Context: an optimization exercise on an open-source flow, tuned for small area and a short achievable clock period. The choices shown serve that exercise and are no tape-out recipe.
RTL that was checked went through simulation tests only; none was proved equivalent to the original.
Power is estimated from default activity; no workload was simulated.

job 102:
==> flow/design.v (excerpt) <==
module alu16bit (
  input clk,
  input reset,
  input [2:0] operation,
  input [15:0] operand_A,
  input [15:0] operand_B,
  output reg [31:0] result,
  output reg carry_flag,
  output reg zero_flag
);
  wire [15:0] a = operand_A;
  wire [15:0] b = operand_B;
  wire is_add = (operation == 3'd0);
  wire is_sub = (operation == 3'd1);
  wire is_mul = (operation == 3'd2);
  wire [15:0] m = is_mul ? b : {15'd0, is_add | is_sub};
  reg [15:0] cv;
  always @(*) begin
    case (operation)
      3'd0: cv = b;
      3'd1: cv = ~b;
      3'd3: cv = a & b;
      3'd4: cv = a | b;
      3'd5: cv = ~(a & b);
      3'd6: cv = ~(a | b);
      3'd7: cv = a ^ b;
      default: cv = 16'd0;
    endcase
  end
  wire cin = is_sub;
  wire [15:0] an = ~a;
  wire [15:0] mn = ~m;
  wire p1;
  nor2 up1 (an[0], mn[0], p1);
  wire p2;
  nor2 up2 (an[1], mn[0], p2);
  wire p3;
  nor2 up3 (an[2], mn[0], p3);
  wire p4;
  nor2 up4 (an[3], mn[0], p4);
  wire p5;
  nor2 up5 (an[4], mn[0], p5);
  wire p6;
  nor2 up6 (an[5], mn[0], p6);
  wire p7;
  nor2 up7 (an[6], mn[0], p7);
  wire p8;
  nor2 up8 (an[7], mn[0], p8);
  wire p9;
  nor2 up9 (an[8], mn[0], p9);
  wire p10;
  nor2 up10 (an[9], mn[0], p10);
  wire p11;
  nor2 up11 (an[10], mn[0], p11);
  wire p12;
  nor2 up12 (an[11], mn[0], p12);
  wire p13;
  nor2 up13 (an[12], mn[0], p13);
  wire p14;
  nor2 up14 (an[13], mn[0], p14);
  wire p15;
  nor2 up15 (an[14], mn[0], p15);
  wire p16;
  nor2 up16 (an[15], mn[0], p16);
  wire p17;
  ...
make LEC_CHECK=0 ABC_AREA=0 CAP_MARGIN=20 CORE_MARGIN=2 CORE_UTILIZATION=40 GPL_TIMING_DRIVEN=0 SLEW_MARGIN=20 SYNTH_HIERARCHICAL=1 finish   # period 7.2 ns
run.sh (not shown) runs the stock make flow with config.mk's settings and CLKGATE_MAP_FILE= SYNTH_SCRIPT=/design/flow/synth_recipe.tcl, a recipe that flattens the netlist after the stock synthesis.
Input changes introduced in job 101 (baseline for comparison: job 102):
Settings: changing CORE_UTILIZATION from 40 to 65; setting PLACE_DENSITY to 0.75 for the first time.
Results
- In terms of sequential power, job 101 and job 102 differ only marginally.
- Post-route cell area ended up 210 sq um lower on job 101 than on job 102.
- Comparing job 101 and job 102, met3 routed wirelength is higher on job 101.
- Diff job 102 -> job 101 | switching power | decrease of 0.013 mW
Function was not checked in any run of this note: the RTL went through the layout flow alone.

---

Setup of job 1558:
alu16bit, a different RTL version from the one above (not shown whole).
For scale: ~34 flip-flops, ~71 I/O pins, roughly 8800 µm² of cells after synthesis.
// alu16bit
module alu16bit (
  input clk,
  input reset,
  input [2:0] operation,
  input [15:0] operand_A,
  input [15:0] operand_B,
  output reg [31:0] result,
  output reg carry_flag,
  output reg zero_flag
);
clock: 7.2 ns
lec_check: 0
abc_area: 1
cap_margin: 20
core_margin: 2
core_utilization: 40
cts_buf_list: sky130_fd_sc_hd__clkbuf_8
cts_cluster_size: 40
gpl_timing_driven: 0
slew_margin: 20
synth_hierarchical: 1
Input changes introduced in job 4191 (baseline for comparison: job 1558):
Settings: CTS_BUF_LIST no longer set, was sky130_fd_sc_hd__clkbuf_8; CTS_CLUSTER_SIZE no longer set, was 40.
==> flow/flow/run.sh (new file) <==
#!/bin/bash
# The standard layout, with the port buffers made of plain buffers (sky130
# buf_1, which the resizer may upsize) instead of the delay-cell buffers that
# buffer_ports picks by default.
set -euo pipefail
export BUFFER_PORTS_ARGS="-buffer_cell sky130_fd_sc_hd__buf_1"
bash standard.sh > standard.log 2>&1
==> flow/standard.sh (new file) <==
#!/bin/bash
# synth_recipe.tcl (not shown) runs the flow's synth.tcl, then flattens the netlist and writes it again
# the make line also repeats each setting of config.mk as NAME=value (left out here)
make -C /OpenROAD-flow-scripts/flow DESIGN_CONFIG=/design/flow/config.mk WORK_HOME=/design/flow/orfs CLKGATE_MAP_FILE= SYNTH_SCRIPT=/design/flow/synth_recipe.tcl "${@:-finish}"
removed: flow/run.sh
## What came out
- From job 1558 to job 4191 the numbers moved as follows: global-route wire length before repair about even; global-route usage shows no meaningful change.
- Where final design area excluding fillers is concerned, job 1558 is outperformed by job 4191.
- Final RePlAce weighted congestion down 0.019 in job 4191 wrt job 1558
- Sort job 1558 and job 4191 by post-route minimum period desc -> top: job 1558
- Re diode insertion count for antenna repair: no difference whatsoever between job 4191 and job 1558.
- Taking job 4191 over job 1558, the non-clock buffer count ratio works out to 0.911.
- Job 1558 → job 4191: overall power moved down, sequential share of layout area now larger.
Modified inputs, job 9880 compared to job 4191
Settings: CTS_BUF_LIST: unset -> sky130_fd_sc_hd__clkbuf_4.
==> flow/run.sh (new file) <==
#!/bin/bash
# synth_recipe.tcl (not shown) runs the flow's synth.tcl, then flattens the netlist and writes it again
# the make line also repeats each setting of config.mk as NAME=value (left out here)
make -C /OpenROAD-flow-scripts/flow DESIGN_CONFIG=/design/flow/config.mk WORK_HOME=/design/flow/orfs CLKGATE_MAP_FILE= SYNTH_SCRIPT=/design/flow/synth_recipe.tcl finish
removed: flow/flow/run.sh
removed: flow/standard.sh
==> summary.txt <==
- Looking at the reports, job 9880 completed the entire flow and the layout it produced met the timing, design-rule and antenna checks.
- Diff job 4191 -> job 9880: number of vias in the routed layout rose 2.3%, cell area rose 6.9%, wire length rose about 2.5%, die area about even, power share of the clock group fell 8.7 points.
- Overall power consumption, job 4191 and job 9880: higher on job 4191
- The register fraction of the total cell area in job 9880 was lower than what job 4191 gave.
- Number of buffers other than clock buffers in the final layout ended up about 16% higher on job 9880 than on job 4191.
> inputs changed (job 9880 -> job 7591)
Settings: CTS_BUF_LIST no longer set, was sky130_fd_sc_hd__clkbuf_4.
[summary]
~same delay contributed by the slowest stage of the critical path in job 7591 and job 9880. | critical path depth | lower: job 9880 |. Wire length: job 9880 vs job 7591 — no meaningful difference. Job 7591 and job 9880 ended up with nearly the same synthesis-to-finish area growth. The met3 wire length number comes out lower for job 7591 vs job 9880. Global-route wire length before repair: job 9880 vs job 7591 — no meaningful difference. In the reports for job 7591 and job 9880, the larger post-layout total power belongs to job 7591.

---

Another version of the RTL of alu16bit (not shown whole).
For scale: about 34 flip-flops, about 0.0077 sq mm of cells after synthesis.
Design alu16bit, start of the top module:
module alu16bit (
  input clk,
  input reset,
  input [2:0] operation,
  input [15:0] operand_A,
  input [15:0] operand_B,
  output reg [31:0] result,
  output reg carry_flag,
  output reg zero_flag
);
  wire [15:0] a = operand_A;
  wire [15:0] b = operand_B;
  wire is_add = ~reset & (operation == 3'd0);
  wire is_sub = ~reset & (operation == 3'd1);
  wire is_mul = ~reset & (operation == 3'd2);
  wire [15:0] m = is_mul ? b : {15'd0, is_add | is_sub};
  reg [15:0] cv;
  always @(*) begin
    if (reset) cv = 16'd0;
    else
    case (operation)
      3'd0: cv = b;
      3'd1: cv = ~b;
      3'd3: cv = a & b;
      3'd4: cv = a | b;
      3'd5: cv = ~(a & b);
      3'd6: cv = ~(a | b);
      3'd7: cv = a ^ b;
      default: cv = 16'd0;
    endcase
  end
  wire cin = is_sub;
  wire [15:0] cvn;
  wire t00 = ~(is_sub | (~reset & (operation == 3'd5 || operation == 3'd6)));
  wire t01 = ~(is_add | (~reset & (operation == 3'd4 || operation == 3'd5 || operation == 3'd7)));
  wire t10 = ~(is_sub | (~reset & (operation == 3'd4 || operation == 3'd5 || operation == 3'd7)));
  wire t11 = ~(is_add | (~reset & (operation == 3'd3 || operation == 3'd4)));
  genvar cb;
  generate for (cb = 0; cb < 16; cb = cb + 1) begin : g_cv
    cvbit ucv (a[cb], b[cb], t00, t01, t10, t11, cvn[cb]);
  end endgenerate
  wire is_sub_n = ~is_sub;
  wire [15:0] an = ~a;
  wire [15:0] mn = ~m;
  wire p1;
  nor2 up1 (an[0], mn[0], p1);
  wire p2;
  nor2 up2 (an[1], mn[0], p2);
  wire p3;
  nor2 up3 (an[2], mn[0], p3);
  wire p4;
  nor2 up4 (an[3], mn[0], p4);
  wire p5;
  nor2 up5 (an[4], mn[0], p5);
  wire p6;
  nor2 up6 (an[5], mn[0], p6);
  wire p7;
  nor2 up7 (an[6], mn[0], p7);
  wire p8;
  nor2 up8 (an[7], mn[0], p8);
  wire p9;
  nor2 up9 (an[8], mn[0], p9);
  wire p10;
  nor2 up10 (an[9], mn[0], p10);
  wire p11;
  nor2 up11 (an[10], mn[0], p11);
  wire p12;
  nor2 up12 (an[11], mn[0], p12);
  wire p13;
  nor2 up13 (an[12], mn[0], p13);
  wire p14;
  nor2 up14 (an[13], mn[0], p14);
  wire p15;
  nor2 up15 (an[14], mn[0], p15);
  wire p16;
  nor2 up16 (an[15], mn[0], p16);
  wire p17;
  o21ai up17 (an[0], mn[1], cvn[1], p17);
  wire p18;
  o21ai up18 (an[1], mn[1], cvn[2], p18);
  wire p19;
  o21ai up19 (an[2], mn[1], cvn[3], p19);
  wire p20;
  o21ai up20 (an[3], mn[1], cvn[4], p20);
  wire p21;
  o21ai up21 (an[4], mn[1], cvn[5], p21);
  wire p22;
  ...
Settings: LEC_CHECK=0, ABC_AREA=0, CAP_MARGIN=20, CORE_MARGIN=2, CORE_UTILIZATION=40, GPL_TIMING_DRIVEN=0, PLACE_DENSITY=0.8, SLEW_MARGIN=20, SYNTH_HIERARCHICAL=1; clock period 7.2 ns.
standard.sh (not shown) runs the stock make flow with config.mk's settings and CLKGATE_MAP_FILE= SYNTH_SCRIPT=/design/flow/synth_recipe.tcl, a recipe that flattens the netlist after the stock synthesis.
==> flow/flow/run.sh <==
#!/bin/bash
# The standard layout, with the port buffers made of plain buffers (sky130
# buf_1, which the resizer may upsize) instead of the delay-cell buffers that
# buffer_ports picks by default.
set -euo pipefail
export BUFFER_PORTS_ARGS="-buffer_cell sky130_fd_sc_hd__buf_1"
bash standard.sh > standard.log 2>&1
Rerun with:
PLACE_DENSITY = default   (was 0.8)
SETUP_SLACK_MARGIN = 0.5   (was default)
Effect: Via count drops by 2.8%. Final area climbs by 5.0%. Wire length climbs by 2.7%.
Rerun with:
CORE_UTILIZATION = 60   (was 40)
SETUP_SLACK_MARGIN = default   (was 0.5)
=>
- routed wire length falls by 3.9%
- global-route usage climbs by 11 points
- combinational power drops by about 5%
- design area drops by 6.1%
- synthesized area does not change
- clock-buffer cell count rises by 1
- final cell count decreases by 7.6%
- non-clock buffer count drops by 18
- worst hold slack degrades by 0.037 ns
- sequential power stays flat
Rerun with:
CORE_UTILIZATION = 40   (was 60)
CTS_BUF_LIST = sky130_fd_sc_hd__clkbuf_8   (was default)
After rerunning: The changed run completed with no timing, DRC or antenna violations. Worst hold slack hardly moves. Wire length came out higher by 1.9%. Via count decreases by 2.2%.
Rerun with:
CTS_BUF_LIST = default   (was sky130_fd_sc_hd__clkbuf_8)
GPL_TIMING_DRIVEN = 1   (was 0)
The changed run completed without violations.
Routed wire length climbs by about 3%.
Clock-buffer cell count rises by 1.
Area after synthesis is unchanged.
Rerun with:
CTS_BUF_LIST = sky130_fd_sc_hd__clkbuf_4 sky130_fd_sc_hd__clkbuf_8   (was default)
GPL_TIMING_DRIVEN = 0   (was 1)
What happened:
- sequential power stays flat
- worst hold slack is worse by 0.15 ns
- combinational power goes down by about 2%

---

alu16bit, a different RTL version from the one above (not shown whole).
For scale: ~740 cells after synthesis, about 34 flip-flops, roughly 71 I/O pins, ~7700 µm² of cells after synthesis.
export LEC_CHECK = 0
export ABC_AREA = 0
export CAP_MARGIN = 20
export CORE_MARGIN = 2
export CORE_UTILIZATION = 40
export GPL_TIMING_DRIVEN = 0
export SLEW_MARGIN = 20
export SYNTH_HIERARCHICAL = 1
create_clock -name core_clock -period 7.2 [get_ports {clk}]
Scripts as last shown in full above: flow/flow/run.sh
Edit:
- GPL_TIMING_DRIVEN: 0 -> 1
- SETUP_SLACK_MARGIN: default -> 0.5
Effect: Routed wire length increases by 4.4%; power increases by 7.0%; core utilization increases by 2.0 points; non-clock buffer count increases by 48; setup slack gets better by 0.34 ns; cell area increases by 4.5%; clock-buffer cell count does not change.
Edit:
- GPL_TIMING_DRIVEN: 1 -> 0
- SETUP_SLACK_MARGIN: 0.5 -> 0.3
Effect: Setup slack got worse by 0.21 ns. Total power came out lower by 6.1%. Via count went down by 1.3%. Routed wire length falls by 3.4%. Non-clock buffer count went down by 45. Clock-buffer cell count stays the same. Fmax shrinks by 3.2%. Core utilization goes down by 1.7 points. Cell count came out lower by 4.0%. Global-route usage falls by 1.0 points.
Edit:
- SETUP_SLACK_MARGIN: 0.3 -> 0.4
The new run passed the timing, design-rule and antenna checks.
Non-clock buffer count increases by 2.
Wire length is higher by 0.47%.
Clock-buffer cell count is unchanged.
Worst hold slack barely changes.
Cell area went up by 1.3%.
Setup slack improved by 0.12 ns.
Global-route usage stays flat.
Fmax climbs by 1.8%.
Core utilization increases by 0.57 points.
Cell count barely changes.
Edit:
- SETUP_SLACK_MARGIN: 0.4 -> 0.8
The changed run finished with timing, DRC and antenna clean.
Hold slack got worse by 0.022 ns.
Global-route usage is higher by 0.67 points.
Via count came out higher by 3.8%.
Setup slack gains 0.23 ns.
Area after synthesis stays the same.
Edit:
- SETUP_SLACK_MARGIN: 0.8 -> 0.5
The changed run produced a clean layout.
Total power drops by about 7%.
Die area stays the same.
Global-route usage shrinks by 0.82 points.
Synthesized cell count is unchanged.
Cell area drops by about 10%.
Wire length came out lower by 6.1%.
Utilization fell by 5.2 points.
Non-clock buffer count went down by 43.
Clock power is about the same.

---

Starting RTL as in the previous note.
// alu16bit
module alu16bit (
  input clk,
  input reset,
  input [2:0] operation,
  input [15:0] operand_A,
  input [15:0] operand_B,
  output reg [31:0] result,
  output reg carry_flag,
  output reg zero_flag
);
  wire [15:0] a = operand_A;
  wire [15:0] b = operand_B;
  wire is_add = ~reset & (operation == 3'd0);
  wire is_sub = ~reset & (operation == 3'd1);
  wire is_mul = ~reset & (operation == 3'd2);
  wire [15:0] m = is_mul ? b : {15'd0, is_add | is_sub};
  reg [15:0] cv;
  always @(*) begin
    if (reset) cv = 16'd0;
    else
    case (operation)
      3'd0: cv = b;
      3'd1: cv = ~b;
      3'd3: cv = a & b;
      3'd4: cv = a | b;
      3'd5: cv = ~(a & b);
      3'd6: cv = ~(a | b);
      3'd7: cv = a ^ b;
      default: cv = 16'd0;
    endcase
  end
  wire cin = is_sub;
  wire [15:0] cvn;
  wire t00 = ~(is_sub | (~reset & (operation == 3'd5 || operation == 3'd6)));
  wire t01 = ~(is_add | (~reset & (operation == 3'd4 || operation == 3'd5 || operation == 3'd7)));
  wire t10 = ~(is_sub | (~reset & (operation == 3'd4 || operation == 3'd5 || operation == 3'd7)));
  wire t11 = ~(is_add | (~reset & (operation == 3'd3 || operation == 3'd4)));
  genvar cb;
  generate for (cb = 0; cb < 16; cb = cb + 1) begin : g_cv
    cvbit ucv (a[cb], b[cb], t00, t01, t10, t11, cvn[cb]);
  end endgenerate
  wire is_sub_n = ~is_sub;
  wire [15:0] an = ~a;
  wire [15:0] mn = ~m;
  wire p1;
  nor2 up1 (an[0], mn[0], p1);
  wire p2;
  nor2 up2 (an[1], mn[0], p2);
  wire p3;
  nor2 up3 (an[2], mn[0], p3);
  wire p4;
  nor2 up4 (an[3], mn[0], p4);
  wire p5;
  nor2 up5 (an[4], mn[0], p5);
  wire p6;
  nor2 up6 (an[5], mn[0], p6);
  wire p7;
  nor2 up7 (an[6], mn[0], p7);
  wire p8;
  nor2 up8 (an[7], mn[0], p8);
  wire p9;
  nor2 up9 (an[8], mn[0], p9);
  wire p10;
  nor2 up10 (an[9], mn[0], p10);
  wire p11;
  nor2 up11 (an[10], mn[0], p11);
  wire p12;
  nor2 up12 (an[11], mn[0], p12);
  wire p13;
  nor2 up13 (an[12], mn[0], p13);
  wire p14;
  nor2 up14 (an[13], mn[0], p14);
  wire p15;
  nor2 up15 (an[14], mn[0], p15);
  wire p16;
  nor2 up16 (an[15], mn[0], p16);
  wire p17;
  o21ai up17 (an[0], mn[1], cvn[1], p17);
  wire p18;
  o21ai up18 (an[1], mn[1], cvn[2], p18);
  ...
export LEC_CHECK = 0
export ABC_AREA = 0
export CAP_MARGIN = 20
export CORE_MARGIN = 2
export CORE_UTILIZATION = 40
export GPL_TIMING_DRIVEN = 0
export SETUP_SLACK_MARGIN = 0.5
export SLEW_MARGIN = 20
export SYNTH_HIERARCHICAL = 1
export TNS_END_PERCENT = 0
create_clock -name core_clock -period 7.2 [get_ports {clk}]
Scripts as last shown in full above: flow/flow/run.sh
The baseline completed without violations.
Then changed:
--- a/flow/config.mk
+++ b/flow/config.mk
@@ -11,6 +11,5 @@
 export CORE_UTILIZATION = 40
 export GPL_TIMING_DRIVEN = 0
-export SETUP_SLACK_MARGIN = 0.5
+export SETUP_SLACK_MARGIN = 0.2
 export SLEW_MARGIN = 20
 export SYNTH_HIERARCHICAL = 1
-export TNS_END_PERCENT = 0
Total power decreases slightly.
Global-route usage hardly moves.
Setup slack degrades by 0.26 ns.
Final area went down by a few percent.
Hold slack is better by 0.015 ns.
Then changed:
--- a/flow/config.mk
+++ b/flow/config.mk
@@ -9,7 +9,7 @@
 export CAP_MARGIN = 20
 export CORE_MARGIN = 2
-export CORE_UTILIZATION = 40
+export CORE_UTILIZATION = 55
 export GPL_TIMING_DRIVEN = 0
-export SETUP_SLACK_MARGIN = 0.2
+export SETUP_SLACK_MARGIN = 0.5
 export SLEW_MARGIN = 20
 export SYNTH_HIERARCHICAL = 1
Result:
- worst setup slack is better by 0.22 ns
- count of clock-buffer cells in the layout rises by 1
- core utilization rises by 19 points
- via count is about the same
- sequential share of layout area falls by 0.25 points
- design area rises by a few percent
- die area falls by a quarter to a third
- first-iteration DRC count rises by about a fifth
- non-clock buffer count rises by 9
Then changed:
--- a/flow/config.mk
+++ b/flow/config.mk
@@ -9,7 +9,8 @@
 export CAP_MARGIN = 20
 export CORE_MARGIN = 2
-export CORE_UTILIZATION = 55
+export CORE_UTILIZATION = 40
 export GPL_TIMING_DRIVEN = 0
 export SETUP_SLACK_MARGIN = 0.5
 export SLEW_MARGIN = 20
 export SYNTH_HIERARCHICAL = 1
+export TNS_END_PERCENT = 50
Total power falls by 4.2%.
Flip-flop and latch count does not change.
Design area falls by 0.65%.
Synthesized cell count is unchanged.
Die area rises by about 36%.
Critical path depth does not change.
Wire length falls by 1.3%.
Non-clock buffer count falls by 4.

-- port drivers added, routing unchanged --
The flow's constraints put no driver on any port. The routed layouts listed below were extracted and timed again, unchanged, in two steps. Step 1 assumes that a clkbuf_16 drives the clock port and a buf_2 every other input. Step 2, shift: input delay + t, output delay - t, t = (earliest + latest rising clock arrival at the registers) / 2. This alone moves slack from input paths to output paths. a / b / c = ideal ports / drivers / drivers and shift; a / b = the first two.
| run | t, ns | slack for setup (ns) | hold WS [ns] | worst setup path at the end | clock arrival spread, ns |
|---|---|---|---|---|---|
| job 102 | 0.337 | 0.057 / 0.080 / -0.256 | 1.644 / 1.629 / 1.965 | input to register | 0.014 / 0.015 |
| job 101 | 0.335 | 0.083 / 0.101 / -0.233 | 1.693 / 1.673 / 2.007 | input to register | 0.020 / 0.019 |
| job 1558 | 0.326 | 0.222 / 0.235 / -0.091 | 1.492 / 1.483 / 1.809 | input to register | 0.010 / 0.010 |
| job 4191 | 0.316 | 0.331 / 0.350 / 0.034 | 1.492 / 1.478 / 1.794 | input to register | 0.008 / 0.008 |
| job 9880 | 0.380 | 0.238 / 0.246 / -0.134 | 1.435 / 1.432 / 1.812 | input to register | 0.017 / 0.016 |
| job 7591 | 0.318 | 0.256 / 0.269 / -0.049 | 1.503 / 1.493 / 1.811 | input to register | 0.008 / 0.008 |
| the first run of note 3 | 0.331 | 0.307 / 0.316 / -0.015 | 1.580 / 1.580 / 1.842 | input to register | 0.008 / 0.008 |
| the second run of note 3 | 0.326 | 0.706 / 0.714 / 0.389 | 1.575 / 1.573 / 1.846 | input to register | 0.004 / 0.005 |
| the third run of note 3 | 0.326 | 0.230 / 0.241 / -0.085 | 1.538 / 1.541 / 1.842 | input to register | 0.007 / 0.007 |
| the fourth run of note 3 | 0.343 | 0.270 / 0.289 / -0.054 | 1.536 / 1.533 / 1.846 | input to register | 0.013 / 0.014 |
| the fifth run of note 3 | 0.326 | 0.318 / 0.333 / 0.008 | 1.686 / 1.672 / 1.840 | input to register | 0.007 / 0.007 |
| the sixth run of note 3 | 0.343 | 0.270 / 0.289 / -0.054 | 1.536 / 1.533 / 1.846 | input to register | 0.013 / 0.014 |
| the first run of note 4 | 0.335 | 0.360 / 0.378 / 0.043 | 1.637 / 1.629 / 1.845 | input to register | 0.003 / 0.004 |
| the second run of note 4 | 0.340 | 0.698 / 0.721 / 0.381 | 1.733 / 1.717 / 1.840 | input to register | 0.010 / 0.010 |
| the third run of note 4 | 0.335 | 0.483 / 0.505 / 0.170 | 1.640 / 1.632 / 1.845 | input to register | 0.003 / 0.004 |
| the fourth run of note 4 | 0.335 | 0.600 / 0.622 / 0.288 | 1.638 / 1.630 / 1.846 | input to register | 0.007 / 0.007 |
| the fifth run of note 4 | 0.335 | 0.834 / 0.834 / 0.499 | 1.617 / 1.601 / 1.844 | input to register | 0.008 / 0.008 |
| the sixth run of note 4 | 0.340 | 0.709 / 0.731 / 0.391 | 1.628 / 1.622 / 1.844 | input to register | 0.004 / 0.005 |
| the first run of note 5 | 0.340 | 0.709 / 0.731 / 0.391 | 1.628 / 1.622 / 1.843 | input to register | 0.005 / 0.005 |
| the second run of note 5 | 0.336 | 0.447 / 0.465 / 0.129 | 1.643 / 1.635 / 1.845 | input to register | 0.004 / 0.003 |
| the third run of note 5 | 0.328 | 0.670 / 0.682 / 0.355 | 1.624 / 1.628 / 1.842 | input to register | 0.009 / 0.009 |
| the fourth run of note 5 | 0.340 | 0.709 / 0.731 / 0.391 | 1.628 / 1.622 / 1.843 | input to register | 0.005 / 0.005 |
Met with ideal ports but missed after step 2: setup timing in 9 of these runs. The setup slack of job 9880, which loses most, moves by +0.008 ns with the drivers and by -0.372 ns with both steps.
